Source: an optimization exercise on an open RTL-to-GDS flow (aim: small area). Production flows keep margins and buffers that such runs may drop. In this exercise RTL edits were held to simulation tests only and were not proved equivalent to the original.

== the previous run ==
// poker_board
module poker_board (
	input        Clk,
	input        Reset,
	input  [7:0] Switches,
	input        SCEN,
	input        Ack,
	input        Check,
	input        Bet,
	input        Call,
	input        Fold,
	output [3:0] Card1, Card2, Card3, Card4, Card5,
	output [3:0] Player1card1, Player1card2, Player2card1, Player2card2,
	output [7:0] Player1balance, Player2balance,
	output       PlayerTurn,
	output       DispCards,
	output       Winner,
	output       Gameover,
	output [5:0] Player1state,
	output [5:0] Player2state,
	output       Betting,
	output [31:0] Digits
);
==> module poker_rank, before the edit <==
module poker_rank (
	input  [3:0] c0, c1, c2, c3, c4, c5, c6,
	output [6:0] rk
);
function [7:0] cx;
	input [3:0] a, b;
	reg [3:0] gt, ge;
	reg g;
	begin
		gt = a & ~b;
		ge = a | ~b;
		g = gt[3] | ge[3] & (gt[2] | ge[2] & (gt[1] | ge[1] & gt[0]));
		cx = g ? {b, a} : {a, b};
	end
endfunction
function plus4;
	input [3:0] a, b;
	plus4 = b[1:0] == a[1:0] && b[3:2] == a[3:2] + 2'd1;
endfunction
reg [3:0] d0, d1, d2, d3, d4, d5, d6;
always @*
begin
	d0 = c0; d1 = c1; d2 = c2; d3 = c3; d4 = c4; d5 = c5; d6 = c6;
	{d0, d1} = cx(d0, d1);
	{d2, d3} = cx(d2, d3);
	{d4, d5} = cx(d4, d5);
	{d0, d2} = cx(d0, d2);
	{d1, d3} = cx(d1, d3);
	{d4, d6} = cx(d4, d6);
	{d1, d2} = cx(d1, d2);
	{d5, d6} = cx(d5, d6);
	{d0, d4} = cx(d0, d4);
	{d1, d5} = cx(d1, d5);
	{d2, d6} = cx(d2, d6);
	{d2, d4} = cx(d2, d4);
	{d3, d5} = cx(d3, d5);
	{d1, d2} = cx(d1, d2);
	{d3, d4} = cx(d3, d4);
	{d5, d6} = cx(d5, d6);
end
wire e0 = d0 == d1, e1 = d1 == d2, e2 = d2 == d3, e3 = d3 == d4, e4 = d4 == d5, e5 = d5 == d6;
wire quad  = e0 & e1 & e2 | e1 & e2 & e3 | e2 & e3 & e4 | e3 & e4 & e5;
wire full1 = e4 & e5 & (e2 | e1 | e0) | e3 & e4 & (e1 | e0);
wire full2 = e2 & e3 & (e5 | e0) | e1 & e2 & (e5 | e4) | e0 & e1 & (e5 | e4 | e3);
wire str1  = ~(e2 | e3 | e4 | e5) & plus4(d2, d6);
wire str2  = ~(e1 | e2 | e3 | e4) & plus4(d1, d5);
wire str3  = ~(e0 | e1 | e2 | e3) & plus4(d0, d4);
wire trip  = e0 & e1 | e1 & e2 | e2 & e3 | e3 & e4 | e4 & e5;
wire pair  = e0 | e1 | e2 | e3 | e4 | e5;
wire pair2 = e0 & (e1 | e2 | e3 | e4 | e5) | e1 & (e2 | e3 | e4 | e5) | e2 & (e3 | e4 | e5) | e3 & (e4 | e5) | e4 & e5;
reg [2:0] hnd;
reg [1:0] hsel;   
always @*
begin
	hsel = 2'd0;
	if (quad | full1)
		hnd = 3'd6 - {2'b00, ~quad};
	else if (full2)
	begin
		hnd = 3'd5;
		hsel = e5 ? 2'd0 : e4 ? 2'd1 : 2'd2;
	end
	else if (str1 | str2 | str3)
	begin
		hnd = 3'd4;
		hsel = str1 ? 2'd0 : str2 ? 2'd1 : 2'd2;
	end
	else if (trip)
		hnd = 3'd3;
	else if (pair2)
		hnd = 3'd2;
	else if (pair)
		hnd = 3'd1;
	else
		hnd = 3'd0;
end
assign rk = {hnd, hsel[1] ? d4 : hsel[0] ? d5 : d6};
endmodule
export LEC_CHECK = 0
export ABC_AREA = 1
export CAP_MARGIN = 20
export CORE_MARGIN = 2
export CORE_UTILIZATION = 40
export GPL_TIMING_DRIVEN = 0
export SLEW_MARGIN = 20
create_clock -name core_clock -period 20.0 [get_ports {Clk}]
standard.sh (not shown) runs the stock make flow with config.mk's settings and CLKGATE_MAP_FILE= SYNTH_SCRIPT=/design/flow/synth_recipe.tcl, a recipe that flattens the netlist after the stock synthesis.
==> flow/flow/run.sh <==
#!/bin/bash
# Own layout flow: the standard synthesis, then its combinational logic
# re-mapped by ABC for area (every register instance is kept as it is; of a
# few ABC scripts the one giving the smallest area is used), then the standard flow's
# standard layout from floorplan to finish, with the smallest buffer on the
# ports and no dummy loads in the clock tree.
set -euo pipefail
W=$(pwd)
R=$W/orfs/results/$FLOW_PLATFORM/poker_board/base
LIB=$FLOW_HOME/platforms/$FLOW_PLATFORM/lib/sky130_fd_sc_hd__tt_025C_1v80.lib

bash standard.sh synth > $W/log_1_synth.txt 2>&1
cp $R/1_2_yosys.v $W/std_1_2_yosys.v

DONT_USE=$(sed -n '/^export DONT_USE_CELLS += /,/^$/p' $FLOW_HOME/platforms/$FLOW_PLATFORM/config.mk \
	| grep -o 'sky130_fd_sc_hd__[a-z0-9_]*' | sed 's/^/-dont_use /' | tr '\n' ' ')

# candidate ABC scripts, run in parallel
resyn() {
	local S=$1
	local n=$(basename $S .abc)
	yosys -p "
read_liberty -ignore_miss_func $LIB
read_verilog $W/std_1_2_yosys.v
hierarchy -check -top $FLOW_TOP
setattr -mod -set keep_hierarchy 1 sky130_fd_sc_hd__df* sky130_fd_sc_hd__edf* sky130_fd_sc_hd__conb_1
flatten
rename -hide w:*.*
opt -purge
abc -liberty $LIB -script $S $DONT_USE $FLOW_TOP
opt_clean -purge
select $FLOW_TOP
tee -o $W/abc_$n.stat stat -liberty $LIB
write_verilog -noattr -nohex -nodec -selected $W/abc_$n.v
" > $W/log_2_resyn_$n.txt 2>&1
}
jobs_max=${NUM_CORES:-4}
for S in $W/flow/area*.abc; do
	while (( $(jobs -rp | wc -l) >= jobs_max )); do sleep 1; done
	resyn $S &
done
wait

best=""
best_area=""
for S in $W/flow/area*.abc; do
	n=$(basename $S .abc)
	a=$(grep "Chip area" $W/abc_$n.stat 2>/dev/null | awk '{print $NF}' || true)
	echo "$n $a" >> $W/resyn_areas.txt
	[[ -n "$a" ]] || continue
	if [[ -z "$best" ]] || awk "BEGIN{exit !($a < $best_area)}"; then
		best=$n
		best_area=$a
	fi
done
echo "chosen $best $best_area" >> $W/resyn_areas.txt

yosys -p "
read_liberty -lib $LIB
read_verilog $W/abc_$best.v
hierarchy -check -top $FLOW_TOP
hilomap -singleton -hicell sky130_fd_sc_hd__conb_1 HI -locell sky130_fd_sc_hd__conb_1 LO
splitnets
opt_clean -purge
insbuf -buf sky130_fd_sc_hd__buf_1 A X
check -assert
tee -o $W/resyn_stat.txt stat -liberty $LIB
write_verilog -noattr -nohex -nodec $W/resyn_1_2_yosys.v
" > $W/log_3_resyn_check.txt 2>&1

cp $W/resyn_1_2_yosys.v $R/1_2_yosys.v
rm -f $R/1_synth.odb
bash standard.sh BUFFER_PORTS_ARGS="-buffer_cell sky130_fd_sc_hd__buf_1" \
	CTS_ARGS="-sink_clustering_enable -repair_clock_nets -dont_use_dummy_load" finish > $W/log_4_layout.txt 2>&1
Other scripts of this flow, unchanged in this note and not shown: flow/flow/area1.abc, flow/flow/area2.abc, flow/flow/area3.abc, flow/flow/area4.abc, flow/flow/area5.abc, flow/flow/area6.abc
Modified inputs, the current run compared to the previous run
-- flow/design.v --
<<< the previous run, line 321
begin
	d0 = c0; d1 = c1; d2 = c2; d3 = c3; d4 = c4; d5 = c5; d6 = c6;
	{d0, d1} = cx(d0, d1);
	{d2, d3} = cx(d2, d3);
	{d4, d5} = cx(d4, d5);
	{d0, d2} = cx(d0, d2);
	{d1, d3} = cx(d1, d3);
	{d4, d6} = cx(d4, d6);
	{d1, d2} = cx(d1, d2);
	{d5, d6} = cx(d5, d6);
	{d0, d4} = cx(d0, d4);
	{d1, d5} = cx(d1, d5);
	{d2, d6} = cx(d2, d6);
	{d2, d4} = cx(d2, d4);
	{d3, d5} = cx(d3, d5);
	{d1, d2} = cx(d1, d2);
	{d3, d4} = cx(d3, d4);
>>> the current run, line 321
begin
	d0 = c0; d1 = c1; d2 = c2; d3 = c3; d4 = c4; d5 = c5; d6 = c6;
	{d0, d6} = cx(d0, d6);
	{d2, d3} = cx(d2, d3);
	{d4, d5} = cx(d4, d5);
	{d0, d2} = cx(d0, d2);
	{d1, d4} = cx(d1, d4);
	{d3, d6} = cx(d3, d6);
	{d0, d1} = cx(d0, d1);
	{d2, d5} = cx(d2, d5);
	{d3, d4} = cx(d3, d4);
	{d1, d2} = cx(d1, d2);
	{d4, d6} = cx(d4, d6);
	{d2, d3} = cx(d2, d3);
	{d4, d5} = cx(d4, d5);
	{d1, d2} = cx(d1, d2);
	{d3, d4} = cx(d3, d4);
## What came out
Compared with the previous run, netlist area before placement in the current run increased slightly.
Diff the previous run -> the current run | design area | increase of 0.90%
| wire length | the current run vs the previous run | 340 um lower |
Higher share of the clock period used by the worst path goes to the current run over the previous run.
Largest net degree at the start of global routing for the current run: 2.5% up relative to the previous run
From the previous run to the current run the numbers moved as follows: synthesized area divided by synthesized cell count climbed 0.54%, die area climbed about 0.7%.
Any difference in proportion of layout cells with a drive suffix above 1 between the current run and the previous run is small enough to ignore.
Relative to the previous run, the met3 routed wirelength measured on the current run has decreased by more than a quarter.
The current run vs. the previous run: global-route usage over all layers went down by 0.75 points.
Relative to the previous run, shortest period the worst path allows increased by 340 ps in the current run.


== job 101 ==
Another version of the RTL of poker_board (not shown whole).
Size: ~1300 cells after synthesis, about 120 I/O pins, roughly 9300 um2 of cells after synthesis.
==> flow/config.mk <==
export PLATFORM = sky130hd
export DESIGN_NAME = poker_board
export DESIGN_NICKNAME = poker_board
export VERILOG_FILES = /design/flow/design.v
export SDC_FILE = /design/flow/constraint.sdc
export NUM_CORES = 4
export LEC_CHECK = 0
export ABC_AREA = 1
export CAP_MARGIN = 20
export CORE_MARGIN = 2
export CORE_UTILIZATION = 40
export SLEW_MARGIN = 20
==> flow/constraint.sdc <==
create_clock -name core_clock -period 20.0 [get_ports {Clk}]
set_input_delay 4.0000 -clock core_clock [delete_from_list [all_inputs] [get_ports {Clk}]]
set_output_delay 4.0000 -clock core_clock [all_outputs]
set_load 0.01 [all_outputs]
==> flow/flow/run.sh <==
#!/bin/bash
# Own layout flow: the standard synthesis, then its combinational logic
# re-mapped by ABC for area (every register instance is kept as it is), then
# the standard layout from floorplan to finish, with the smallest buffer
# on the ports and no dummy loads in the clock tree.
set -euo pipefail
W=$(pwd)
R=$W/orfs/results/$FLOW_PLATFORM/poker_board/base
LIB=$FLOW_HOME/platforms/$FLOW_PLATFORM/lib/sky130_fd_sc_hd__tt_025C_1v80.lib

bash standard.sh synth > $W/log_1_synth.txt 2>&1
cp $R/1_2_yosys.v $W/std_1_2_yosys.v

DONT_USE=$(sed -n '/^export DONT_USE_CELLS += /,/^$/p' $FLOW_HOME/platforms/$FLOW_PLATFORM/config.mk \
	| grep -o 'sky130_fd_sc_hd__[a-z0-9_]*' | sed 's/^/-dont_use /' | tr '\n' ' ')

yosys -p "
read_liberty -ignore_miss_func $LIB
read_verilog $W/std_1_2_yosys.v
hierarchy -check -top $FLOW_TOP
setattr -mod -set keep_hierarchy 1 sky130_fd_sc_hd__df* sky130_fd_sc_hd__edf* sky130_fd_sc_hd__conb_1
flatten
rename -hide w:*.*
opt -purge
abc -liberty $LIB -script $W/flow/area.abc $DONT_USE $FLOW_TOP
opt_clean -purge
select $FLOW_TOP
write_verilog -noattr -nohex -nodec -selected $W/abc_1_2_yosys.v
" > $W/log_2_resyn.txt 2>&1

yosys -p "
read_liberty -lib $LIB
read_verilog $W/abc_1_2_yosys.v
hierarchy -check -top $FLOW_TOP
hilomap -singleton -hicell sky130_fd_sc_hd__conb_1 HI -locell sky130_fd_sc_hd__conb_1 LO
splitnets
opt_clean -purge
insbuf -buf sky130_fd_sc_hd__buf_4 A X
check -assert
tee -o $W/resyn_stat.txt stat -liberty $LIB
write_verilog -noattr -nohex -nodec $W/resyn_1_2_yosys.v
" > $W/log_3_resyn_check.txt 2>&1

cp $W/resyn_1_2_yosys.v $R/1_2_yosys.v
rm -f $R/1_synth.odb
bash standard.sh BUFFER_PORTS_ARGS="-buffer_cell sky130_fd_sc_hd__buf_1" \
	CTS_ARGS="-sink_clustering_enable -repair_clock_nets -dont_use_dummy_load" finish > $W/log_4_layout.txt 2>&1
Other scripts of this flow, unchanged in this note and not shown: flow/flow/area.abc
Modified inputs, job 102 compared to job 101
-- flow/design.v --
<<< job 101, line 73
	end
endfunction
function [7:0] pay;
	input [7:0] v;
	integer i;
	reg br;
	reg [7:0] d;
	begin
		br = 1'b1;
		for (i = 0; i < 8; i = i + 1)
		begin
			d[i] = ~v[i] ^ br;
			br = v[i] & br;
		end
		pay = d;
	end
endfunction
function ge7;
	input [6:0] a, b;
>>> job 102, line 73
	end
endfunction
function ge7;
	input [6:0] a, b;
<<< job 101, line 127
wire [2:0] meS = PlayerTurn ? p2e : p1e;
wire [2:0] otS = PlayerTurn ? p1e : p2e;
wire [7:0] meB = PlayerTurn ? Player2balance : Player1balance;
wire       inBet = meS == BET;
wire [7:0] subB = inBet ? bet : betLimit;
wire [8:0] diff = sub8(meB, subB);
wire [7:0] newB = diff[8] ? 8'd0 : diff[7:0];
wire sAck = SCEN & Ack, sBet = SCEN & Bet, sCall = SCEN & Call, sCheck = SCEN & Check, sFold = SCEN & Fold;
wire NEXT_TURN = p1e == CALL || p2e == CALL || (p1e == CHECK && p2e == CHECK);
>>> job 102, line 112
wire [2:0] meS = PlayerTurn ? p2e : p1e;
wire [2:0] otS = PlayerTurn ? p1e : p2e;
wire inWin   = st == S_WINNER;
wire p1Fold  = p1e == FOLD;
wire p2Fold  = p2e == FOLD;
wire payNow  = inWin & (p1Fold | p2Fold | cnt[2] & ~cnt[0]);
wire lose2   = p1Fold ? 1'b0 : p2Fold ? 1'b1 : p1wins;
wire [7:0] meB = (inWin ? lose2 : PlayerTurn) ? Player2balance : Player1balance;
wire       inBet = meS == BET;
wire [8:0] diff = sub8(payNow ? 8'd254 : meB, payNow ? meB : inBet ? bet : betLimit);
wire [7:0] newB = (diff[8] & ~payNow) ? 8'd0 : diff[7:0];
wire sAck = SCEN & Ack, sBet = SCEN & Bet, sCall = SCEN & Call, sCheck = SCEN & Check, sFold = SCEN & Fold;
wire NEXT_TURN = p1e == CALL || p2e == CALL || (p1e == CHECK && p2e == CHECK);
<<< job 101, line 202
			if (p1e == FOLD)
			begin
				Player2balance <= pay(Player1balance);
				Winner <= 1;
				Gameover <= 1;
>>> job 102, line 191
			if (p1e == FOLD)
			begin
				Player2balance <= newB;
				Winner <= 1;
				Gameover <= 1;
<<< job 101, line 208
			else if (p2e == FOLD)
			begin
				Player1balance <= pay(Player2balance);
				Winner <= 0;
				Gameover <= 1;
>>> job 102, line 197
			else if (p2e == FOLD)
			begin
				Player1balance <= newB;
				Winner <= 0;
				Gameover <= 1;
<<< job 101, line 217
				Winner <= !p1wins;
				if (p1wins)
					Player1balance <= pay(Player2balance);
				else
					Player2balance <= pay(Player1balance);
			end
		end
>>> job 102, line 206
				Winner <= !p1wins;
				if (p1wins)
					Player1balance <= newB;
				else
					Player2balance <= newB;
			end
		end
Findings:
From job 101 to job 102 the numbers moved as follows: setup slack at placement went down 3.17 ns. Job 101 → job 102: final area now sits at about the same level, die area now sits at about the same level. Number of non-clock buffers in the layout: job 102 vs job 101 down 4. When job 102 is measured against job 101, its transition time at the pin with the least slew margin turns out 0.025 ns higher. Looking at number of vias per cell, job 102 sits below job 101.

## separate check: timing with driven ports
No port has a modelled driver above. Below, the same layouts with a new extraction and two added sets of constraints.
Step 1 assumes that a clkbuf_16 drives the clock port and a buf_2 every other input.
Step 2 moves the port delays by t, midway between the first and last clock arrival at a register: inputs arrive t later, outputs are due t later. That takes back most of the time a late clock gives input paths.
Three values: ideal, step 1, step 2; two values: the first two.
run | t (ns) | setup slack, ns | worst register clock-pin slew, ns
the previous run | 0.393 | 7.559 / 7.559 / 7.559 | 0.07 / 0.07
the current run | 0.388 | 7.218 / 7.218 / 7.218 | 0.08 / 0.08
job 101 | 0.401 | 7.011 / 7.011 / 7.011 | 0.07 / 0.07
job 102 | 0.400 | 3.689 / 3.689 / 3.689 | 0.09 / 0.09
After both steps setup and hold are still met in every run listed.
